Source: an optimization exercise on an open RTL-to-GDS flow (aim: small area). Production flows keep margins and buffers that such runs may drop. Function was checked by simulation only, so behaviour that the tests miss may differ from the original. The clock port is modelled as an ideal driver; clocking choices that lean on that would not hold on a real chip. Power figures rest on the tool's default switching activity, not on a simulated workload.

==> inputs of v38 <==
## KitchenTimer
module KitchenTimer(
input clk, reset, minbtn, secbtn, pause, start, count_up, zippy,
input[5:0] timesetter,
output zled,
output [6:0] seven,
output [3:0] AN);
==> module binary_to_segment, before the edit <==
module binary_to_segment(
input[3:0] bin,
output reg[6:0] seven
    );
	always @(*) begin
		case (bin)
		4'd0: seven = 7'b1000000;
		4'd1: seven = 7'b1111001;
		4'd2: seven = 7'b0100100;
		4'd3: seven = 7'b0110000;
		4'd4: seven = 7'b0011001;
		4'd5: seven = 7'b0010010;
		4'd6: seven = 7'b0000010;
		4'd7: seven = 7'b1111000;
		4'd8: seven = 7'b0000000;
		4'd9: seven = 7'b0010000;
		default: seven = 7'bxxxxxxx;
		endcase
	end
endmodule
==> module seven_alternate, before the edit <==
module seven_alternate(
input clk,
input en,
input reset,
input[3:0] s0,
input[2:0] s1,
input[3:0] m0,
input[2:0] m1,
output reg[3:0] small_bin,
output reg[3:0] AN
    );
	reg[1:0] count;
	always @ (*) begin
		case (count)
			2'b00: begin AN = 4'b1110; small_bin = s0; end
			2'b01: begin AN = 4'b1101; small_bin = {1'b0, s1}; end
			2'b10: begin AN = 4'b1011; small_bin = m0; end
			default: begin AN = 4'b0111; small_bin = {1'b0, m1}; end
		endcase
	end
	always @ (posedge clk) begin
		if (reset) count <= 0;
		else if (en) count <= count + 1'b1;
	end
endmodule
==> module KitchenTimer, before the edit <==
module KitchenTimer(
input clk, reset, minbtn, secbtn, pause, start, count_up, zippy,
input[5:0] timesetter,
output zled,
output [6:0] seven,
output [3:0] AN);
	reg[1:0] state;
	assign zled = state[1] & state[0];
	wire clean_reset, clean_minbtn, clean_secbtn, clean_pause, clean_start;
	Debounce DBRST(clk, reset, clean_reset);
	Debounce DBMIN(clk, minbtn, clean_minbtn);
	Debounce DBSEC(clk, secbtn, clean_secbtn);
	Debounce DBPAUSE(clk, pause, clean_pause);
	Debounce DBSTART(clk, start, clean_start);
	wire[2:0] m1; wire[3:0] m0; wire[2:0] s1; wire[3:0] s0;
	wire khz_rise;
	ClockDivider CDK(clk, clean_reset, khz_rise);
	wire[3:0] current_bin;
	seven_alternate SA(clk, khz_rise, clean_reset, s0, s1, m0, m1, current_bin, AN);
	binary_to_segment SEG(current_bin, seven);
	wire setting = state == 2'b00;
	wire running = state == 2'b01;
	wire advance = running & ~clean_pause;
	wire tick, tzero, m6x;
	RateCounter RC(clk, clean_reset, advance, zippy, tick);
	wire down_zero = advance & ~count_up & tzero;
	wire up_wrap = advance & count_up & m6x;
	wire zero_up = zled & count_up;
	wire set_ok = setting & ~clean_start;
	TimeCore TC(clk, clean_reset | up_wrap,
		set_ok & clean_secbtn, set_ok & ~clean_secbtn & clean_minbtn,
		(advance & ~down_zero & tick) | zero_up, count_up, timesetter,
		m1, m0, s1, s0, tzero, m6x);
	always @ (posedge clk) begin
		if (clean_reset)
			state <= 2'b00;
		else case (state)
			2'b00: if (clean_start) state <= 2'b01;
			2'b01: if (clean_pause) state <= 2'b10; else if (down_zero) state <= 2'b11;
			2'b10: if (clean_pause) state <= 2'b01;
			default: if (count_up) state <= 2'b01;
		endcase
	end
endmodule
==> module TimeCore, before the edit <==
module TimeCore(input clk, input clear, input set_sec, input set_min,
	input step, input up, input[5:0] ts,
	output reg[2:0] m1, output reg[3:0] m0, output reg[2:0] s1, output reg[3:0] s0,
	output tzero, output m6x);
	assign tzero = m1 == 0 && m0 == 0 && s1 == 0 && s0 == 0;
	assign m6x = m1[2] & m1[1];
	wire m68 = m6x && m0[3];
	wire ts_hi = ts[5:2] == 4'b1111;          
	wire wrap = m68 & (ts[5] | ts[4]);        
	wire[5:0] cin = {set_sec & wrap ? {ts[5] & ts[4], ~ts[4]} : set_sec & ts_hi ? 2'b00 : ts[5:4],
	                 set_sec & ts_hi & ~wrap ? 2'b00 : ts[3:2], ts[1:0]};
	wire[6:0] conv;
	bin2bcd CV(cin, conv);
	function [3:0] tog10(input [3:0] q, input u);
		tog10 = u ? {q[0] & (q[3] | q[1] & q[2]), q[0] & q[1], q[0] & ~q[3], 1'b1}
		          : {~q[0] & ~q[1] & ~q[2], ~q[0] & ~q[1] & (q[2] | q[3]), ~q[0] & (q[1] | q[2] | q[3]), 1'b1};
	endfunction
	function [2:0] tog6(input [2:0] q, input u);
		tog6 = u ? {q[0] & (q[1] | q[2]), q[0] & ~q[2], 1'b1}
		         : {~q[0] & ~q[1], ~q[0] & (q[1] | q[2]), 1'b1};
	endfunction
	function [2:0] tog7(input [2:0] q, input u);
		tog7 = u ? {q[0] & q[1], q[0], 1'b1} : {~q[0] & ~q[1], ~q[0], 1'b1};
	endfunction
	wire s0t = up ? s0 == 4'd9 : s0 == 4'd0;
	wire s1t = up ? s1 == 3'd5 : s1 == 3'd0;
	wire c0 = step & s0t;
	wire c1 = c0 & s1t;
	wire mstep = c1 | (set_sec & ts_hi & ~wrap);
	wire mup = up | set_sec;
	wire m0t = mup ? m0 == 4'd9 : m0 == 4'd0;
	wire c2 = mstep & m0t;
	wire mclear = clear | (set_sec & wrap);
	always @(posedge clk) begin
		s0 <= clear ? 4'd0 : set_sec ? conv[3:0] : s0 ^ ({4{step}} & tog10(s0, up));
		s1 <= clear ? 3'd0 : set_sec ? conv[6:4] : s1 ^ ({3{c0}} & tog6(s1, up));
		m0 <= mclear ? 4'd0 : set_min ? conv[3:0] : m0 ^ ({4{mstep}} & tog10(m0, mup));
		m1 <= mclear ? 3'd0 : set_min ? conv[6:4] : m1 ^ ({3{c2}} & tog7(m1, mup));
	end
endmodule
export LEC_CHECK = 0
export CAP_MARGIN = 20
export CORE_MARGIN = 2
export CORE_UTILIZATION = 40
export SLEW_MARGIN = 20
create_clock -name core_clock -period 12.0 [get_ports {clk}]
standard.sh (not shown) runs the stock make flow with config.mk's settings and CLKGATE_MAP_FILE= SYNTH_SCRIPT=/design/flow/synth_recipe.tcl, a recipe that flattens the netlist after the stock synthesis.
==> flow/flow/run.sh <==
#!/bin/bash
set -uo pipefail
W=$PWD
F=$W/flow
export W F
# reference: the standard synthesis
make -C $FLOW_HOME DESIGN_CONFIG=$W/config.mk WORK_HOME=$W/std CLKGATE_MAP_FILE= \
  SYNTH_SCRIPT=$W/synth_recipe.tcl synth > $W/synth_std.log 2>&1 || exit 1
STD=$W/std/results/$FLOW_PLATFORM/KitchenTimer/base/1_2_yosys.v
synth_one() {  # $1 ABC script name
  sed "s|@ABC@|$F/$1.script|" $F/my_synth.tcl.in > $W/my_synth_$1.tcl
  make -C $FLOW_HOME DESIGN_CONFIG=$W/config.mk WORK_HOME=$W/syn_$1 CLKGATE_MAP_FILE= \
    SYNTH_SCRIPT=$W/my_synth_$1.tcl ADDER_MAP_FILE= synth > $W/synth_$1.log 2>&1
}
export -f synth_one
SCRIPTS=$(cd $F && ls *.script | sed 's/\.script$//')
printf '%s\n' $SCRIPTS | xargs -P ${NUM_CORES:-4} -I{} bash -c 'synth_one {}'
best=""; bestarea=""
for s in $SCRIPTS; do
  N=$W/syn_$s/results/$FLOW_PLATFORM/KitchenTimer/base/1_2_yosys.v
  R=$W/syn_$s/reports/$FLOW_PLATFORM/KitchenTimer/base/synth_stat.txt
  [ -f $N ] || continue
  python3 $F/regs.py $STD $N >> $W/regs_check.log 2>&1 || continue
  a=$(grep "Chip area for module" $R | tail -1 | awk '{print $NF}')
  echo "$s: $a" >> $W/synth_choice.log
  if [ -z "$best" ] || python3 -c "import sys; sys.exit(0 if $a < $bestarea else 1)"; then best=$N; bestarea=$a; fi
done
[ -n "$best" ] || best=$STD
echo "chosen: $best" >> $W/synth_choice.log
cp $best $W/chosen_netlist.v
bash $W/standard.sh SYNTH_NETLIST_FILES=$W/chosen_netlist.v \
  "BUFFER_PORTS_ARGS=-buffer_cell sky130_fd_sc_hd__buf_1" \
  "CTS_ARGS=-sink_clustering_enable -repair_clock_nets -dont_use_dummy_load" \
  finish > $W/layout.log 2>&1
Other scripts of this flow, unchanged in this note and not shown: flow/flow/a4.script, flow/flow/a6.script, flow/flow/d1.script, flow/flow/d10.script, flow/flow/d11.script, flow/flow/d12.script, flow/flow/d2.script, flow/flow/d3.script, flow/flow/d4.script, flow/flow/d5.script, flow/flow/d6.script, flow/flow/d7.script, flow/flow/d8.script, flow/flow/d9.script, flow/flow/my_synth.tcl.in, flow/flow/regs.py
==> v18: changes against v38 <==
--- a/flow/design.v
+++ b/flow/design.v
@@ -30,8 +30,19 @@
 endmodule
 module binary_to_segment(
-input[3:0] bin,
+input tens,
+input[3:0] code,
 output reg[6:0] seven
     );
+	reg[3:0] bin;
 	always @(*) begin
+		if (tens)
+			bin = {1'b0, code[2], code[2] ^ code[1], code[0]};
+		else case (code[3:1])
+			3'b000: bin = {3'd0, code[0]};
+			3'b001: bin = {3'd1, code[0]};
+			3'b011: bin = {3'd2, code[0]};
+			3'b111: bin = {3'd3, code[0]};
+			default: bin = {3'd4, code[0]};
+		endcase
 		case (bin)
 		4'd0: seven = 7'b1000000;
@@ -44,6 +55,5 @@
 		4'd7: seven = 7'b1111000;
 		4'd8: seven = 7'b0000000;
-		4'd9: seven = 7'b0010000;
-		default: seven = 7'bxxxxxxx;
+		default: seven = 7'b0010000;
 		endcase
 	end
@@ -58,7 +68,9 @@
 input[2:0] m1,
 output reg[3:0] small_bin,
+output tens,
 output reg[3:0] AN
     );
 	reg[1:0] count;
+	assign tens = count[0];
 	always @ (*) begin
 		case (count)
@@ -92,6 +104,7 @@
 	ClockDivider CDK(clk, clean_reset, khz_rise);
 	wire[3:0] current_bin;
-	seven_alternate SA(clk, khz_rise, clean_reset, s0, s1, m0, m1, current_bin, AN);
-	binary_to_segment SEG(current_bin, seven);
+	wire tens;
+	seven_alternate SA(clk, khz_rise, clean_reset, s0, s1, m0, m1, current_bin, tens, AN);
+	binary_to_segment SEG(tens, current_bin, seven);
 	wire setting = state == 2'b00;
 	wire running = state == 2'b01;
@@ -137,44 +150,4 @@
 	end
 endmodule
-module TimeCore(input clk, input clear, input set_sec, input set_min,
-	input step, input up, input[5:0] ts,
-	output reg[2:0] m1, output reg[3:0] m0, output reg[2:0] s1, output reg[3:0] s0,
-	output tzero, output m6x);
-	assign tzero = m1 == 0 && m0 == 0 && s1 == 0 && s0 == 0;
-	assign m6x = m1[2] & m1[1];
-	wire m68 = m6x && m0[3];
-	wire ts_hi = ts[5:2] == 4'b1111;          
-	wire wrap = m68 & (ts[5] | ts[4]);        
-	wire[5:0] cin = {set_sec & wrap ? {ts[5] & ts[4], ~ts[4]} : set_sec & ts_hi ? 2'b00 : ts[5:4],
-	                 set_sec & ts_hi & ~wrap ? 2'b00 : ts[3:2], ts[1:0]};
-	wire[6:0] conv;
-	bin2bcd CV(cin, conv);
-	function [3:0] tog10(input [3:0] q, input u);
-		tog10 = u ? {q[0] & (q[3] | q[1] & q[2]), q[0] & q[1], q[0] & ~q[3], 1'b1}
-		          : {~q[0] & ~q[1] & ~q[2], ~q[0] & ~q[1] & (q[2] | q[3]), ~q[0] & (q[1] | q[2] | q[3]), 1'b1};
-	endfunction
-	function [2:0] tog6(input [2:0] q, input u);
-		tog6 = u ? {q[0] & (q[1] | q[2]), q[0] & ~q[2], 1'b1}
-		         : {~q[0] & ~q[1], ~q[0] & (q[1] | q[2]), 1'b1};
-	endfunction
-	function [2:0] tog7(input [2:0] q, input u);
-		tog7 = u ? {q[0] & q[1], q[0], 1'b1} : {~q[0] & ~q[1], ~q[0], 1'b1};
-	endfunction
-	wire s0t = up ? s0 == 4'd9 : s0 == 4'd0;
-	wire s1t = up ? s1 == 3'd5 : s1 == 3'd0;
-	wire c0 = step & s0t;
-	wire c1 = c0 & s1t;
-	wire mstep = c1 | (set_sec & ts_hi & ~wrap);
-	wire mup = up | set_sec;
-	wire m0t = mup ? m0 == 4'd9 : m0 == 4'd0;
-	wire c2 = mstep & m0t;
-	wire mclear = clear | (set_sec & wrap);
-	always @(posedge clk) begin
-		s0 <= clear ? 4'd0 : set_sec ? conv[3:0] : s0 ^ ({4{step}} & tog10(s0, up));
-		s1 <= clear ? 3'd0 : set_sec ? conv[6:4] : s1 ^ ({3{c0}} & tog6(s1, up));
-		m0 <= mclear ? 4'd0 : set_min ? conv[3:0] : m0 ^ ({4{mstep}} & tog10(m0, mup));
-		m1 <= mclear ? 3'd0 : set_min ? conv[6:4] : m1 ^ ({3{c2}} & tog7(m1, mup));
-	end
-endmodule
 module bin2bcd(input[5:0] b, output[6:0] d);
 	wire[3:0] a1 = {1'b0, b[5:3]};
@@ -186,2 +159,65 @@
 	assign d = {c1[3], c2[3], c3[3], c3[2:0], b[0]};
 endmodule
+module TimeCore(input clk, input clear, input set_sec, input set_min,
+	input step, input up, input[5:0] ts,
+	output reg[2:0] m1, output reg[3:0] m0, output reg[2:0] s1, output reg[3:0] s0,
+	output tzero, output m6x);
+	function [2:0] a_up(input [2:0] a); a_up = {a[1] & a[0], a[0], ~a[2]}; endfunction
+	function [2:0] a_dn(input [2:0] a); a_dn = {~a[0], a[2] | ~a[0], a[1]}; endfunction
+	function [1:0] c_up6(input [1:0] c); c_up6 = {~c[1] & c[0], ~c[1]}; endfunction
+	function [1:0] c_dn6(input [1:0] c); c_dn6 = {~c[0], c[1] | ~c[0]}; endfunction
+	function [1:0] c_up7(input [1:0] c); c_up7 = {c[0], ~c[1]}; endfunction
+	function [1:0] c_dn7(input [1:0] c); c_dn7 = {c[1] & ~c[0], c[1]}; endfunction
+	function o_zero(input [3:0] q); o_zero = ~q[2] & ~q[1] & ~q[0]; endfunction
+	function o_nine(input [3:0] q); o_nine = q[3] & ~q[1] & q[0]; endfunction
+	wire s1_zero = ~s1[1] & ~s1[0];
+	wire m1_zero = ~m1[2] & ~m1[1] & ~m1[0];
+	assign tzero = o_zero(s0) & s1_zero & o_zero(m0) & m1_zero;
+	assign m6x = m1[2] & ~m1[1];
+	wire m68 = m6x & m0[3] & ~m0[1];
+	wire ts_hi = ts[5:2] == 4'b1111;          
+	wire wrap = m68 & (ts[5] | ts[4]);        
+	wire[5:0] cin = {set_sec & wrap ? {ts[5] & ts[4], ~ts[4]} : set_sec & ts_hi ? 2'b00 : ts[5:4],
+	                 set_sec & ts_hi & ~wrap ? 2'b00 : ts[3:2], ts[1:0]};
+	wire[6:0] bcd;
+	bin2bcd CV(cin, bcd);
+	wire[2:0] oa = bcd[3:1];
+	wire[1:0] ta = bcd[6:5];
+	wire[6:0] conv = {ta[1], ta[1] ^ ta[0], bcd[4],
+	                  oa[2] | (oa[1] & oa[0]), oa[2] | oa[1], ~oa[2] & (oa[1] | oa[0]), bcd[0]};
+	wire s0t = up ? o_nine(s0) : o_zero(s0);
+	wire s1t = up ? s1[2] & s1[0] : s1_zero;
+	wire c0 = step & s0t;
+	wire c1 = c0 & s1t;
+	wire mstep = c1 | (set_sec & ts_hi & ~wrap);
+	wire mup = up | set_sec;
+	wire m0t = mup ? o_nine(m0) : o_zero(m0);
+	wire c2 = mstep & m0t;
+	wire mclear = clear | (set_sec & wrap);
+	always @(posedge clk) begin
+		if (clear) s0 <= 0;
+		else if (set_sec) s0 <= conv[3:0];
+		else if (step) begin
+			s0[0] <= ~s0[0];
+			if (up == s0[0]) s0[3:1] <= up ? a_up(s0[3:1]) : a_dn(s0[3:1]);
+		end
+		if (clear) s1 <= 0;
+		else if (set_sec) s1 <= conv[6:4];
+		else if (c0) begin
+			s1[0] <= ~s1[0];
+			if (up == s1[0]) s1[2:1] <= up ? c_up6(s1[2:1]) : c_dn6(s1[2:1]);
+		end
+		if (mclear) m0 <= 0;
+		else if (set_min) m0 <= conv[3:0];
+		else if (mstep) begin
+			m0[0] <= ~m0[0];
+			if (mup == m0[0]) m0[3:1] <= mup ? a_up(m0[3:1]) : a_dn(m0[3:1]);
+		end
+		if (mclear) m1 <= 0;
+		else if (set_min) m1 <= conv[6:4];
+		else if (c2) begin
+			m1[0] <= ~m1[0];
+			if (mup == m1[0]) m1[2:1] <= mup ? c_up7(m1[2:1]) : c_dn7(m1[2:1]);
+		end
+	end
+endmodule
--- a/flow/flow/run.sh
+++ b/flow/flow/run.sh
@@ -32,3 +32,3 @@
   "BUFFER_PORTS_ARGS=-buffer_cell sky130_fd_sc_hd__buf_1" \
   "CTS_ARGS=-sink_clustering_enable -repair_clock_nets -dont_use_dummy_load" \
-  finish > $W/layout.log 2>&1
+  POST_CTS_TCL=$F/cts_hook.tcl finish > $W/layout.log 2>&1
==> flow/flow/cts_hook.tcl (new file) <==
set kt_limit 105e-12
proc kt_worst_slew {} {
  estimate_parasitics -placement
  set w 0
  foreach p [get_pins */CLK] { set v [get_property $p slew_max]; if {$v > $w} { set w $v } }
  # slew_max is in the user time unit (ns)
  return [expr $w * 1e-9]
}
set kt_w0 [kt_worst_slew]
puts "clock buffer sizing: worst flip-flop clock slew before [expr $kt_w0 * 1e12] ps"
set kt_changed 0
if {$kt_w0 <= $kt_limit} {
  set kt_bufs {}
  foreach inst [get_cells clkbuf_*] { lappend kt_bufs [get_property $inst name] }
  foreach name [lsort -decreasing $kt_bufs] {
    set inst [get_cells $name]
    set orig [get_property $inst ref_name]
    foreach size {clkbuf_2 clkbuf_4} {
      set cell sky130_fd_sc_hd__$size
      if {$cell == $orig} { break }
      replace_cell $inst $cell
      set w [kt_worst_slew]
      if {$w <= $kt_limit} {
        puts "clock buffer sizing: $name $orig -> $cell (worst slew [expr $w * 1e12] ps)"
        incr kt_changed
        break
      }
      replace_cell $inst $orig
    }
  }
}
if {$kt_changed > 0} {
  detailed_placement
  check_placement -verbose
  estimate_parasitics -placement
}
puts "clock buffer sizing: $kt_changed buffers resized, worst slew [expr [kt_worst_slew] * 1e12] ps"
==> comparison <==
Of v38 and v18, v18 has the higher via count (gap 0.60%, measured against v18).
Wire length is about the same in v18 and v38.
Worst hold slack: v18 is higher than v38 (0.015 ns).
Between v18 and v38, the lower sequential power is in v18 (gap 6.5%, measured against v38).
==> figures <==
                                                                                     v18                      v38
Crit-path max cell delay                                                         0.46 ns                  0.41 ns
Depth of the worst register-to-register path                                          25                       22
Clk network pwr share                                                              18.6%                    18.9%
Termination of the worst setup path                                             TC.m1[1]                 TC.m1[1]
Worst Hold Launch                                                        DBMIN.PB_sync_0          DBRST.PB_sync_0
DP Area                                                                        3428 um^2                3448 um^2
Met1 track demand over resource in global routing                                 19.69%                   20.25%
GR Layer Usage met2                                                               25.78%                   25.06%
Outcome                                                          complete, no violations  complete, no violations
Post-route fraction of the period consumed by the critical path                   44.05%                   48.15%

==> separate check: timing with driven ports <==
The results above use ideal ports. As a check the final layouts listed here were re-extracted and re-timed, cells and wires unchanged. Step 1: set_driving_cell puts a clkbuf_16 on clk and a buf_2 on each other input, an assumption about the parent block. Step 2 adds t to the input delays and takes it off the output delays; t is the mean of the earliest and latest rising clock arrival at the registers after step 1. Input paths then give back, and output paths get back, about the clock's delay inside the block. a / b / c = no drivers / after step 1 / after step 2; a / b = the first two.
| run | shift t [ns] | slack for setup (ns) | worst setup path at the end | latest minus earliest clock arrival (ns) | worst slew at a driven data input, ns |
|---|---|---|---|---|---|
| v38 | 0.354 | 6.222 / 6.227 / 5.873 | input to register | 0.013 / 0.012 | 0.03 |
| v18 | 0.524 | 6.714 / 6.698 / 6.175 | input to register | 0.036 / 0.037 | 0.04 |
After both steps every run listed still meets setup and hold. The setup slack of v18, which loses most, moves by -0.016 ns with the drivers and by -0.539 ns with both steps.
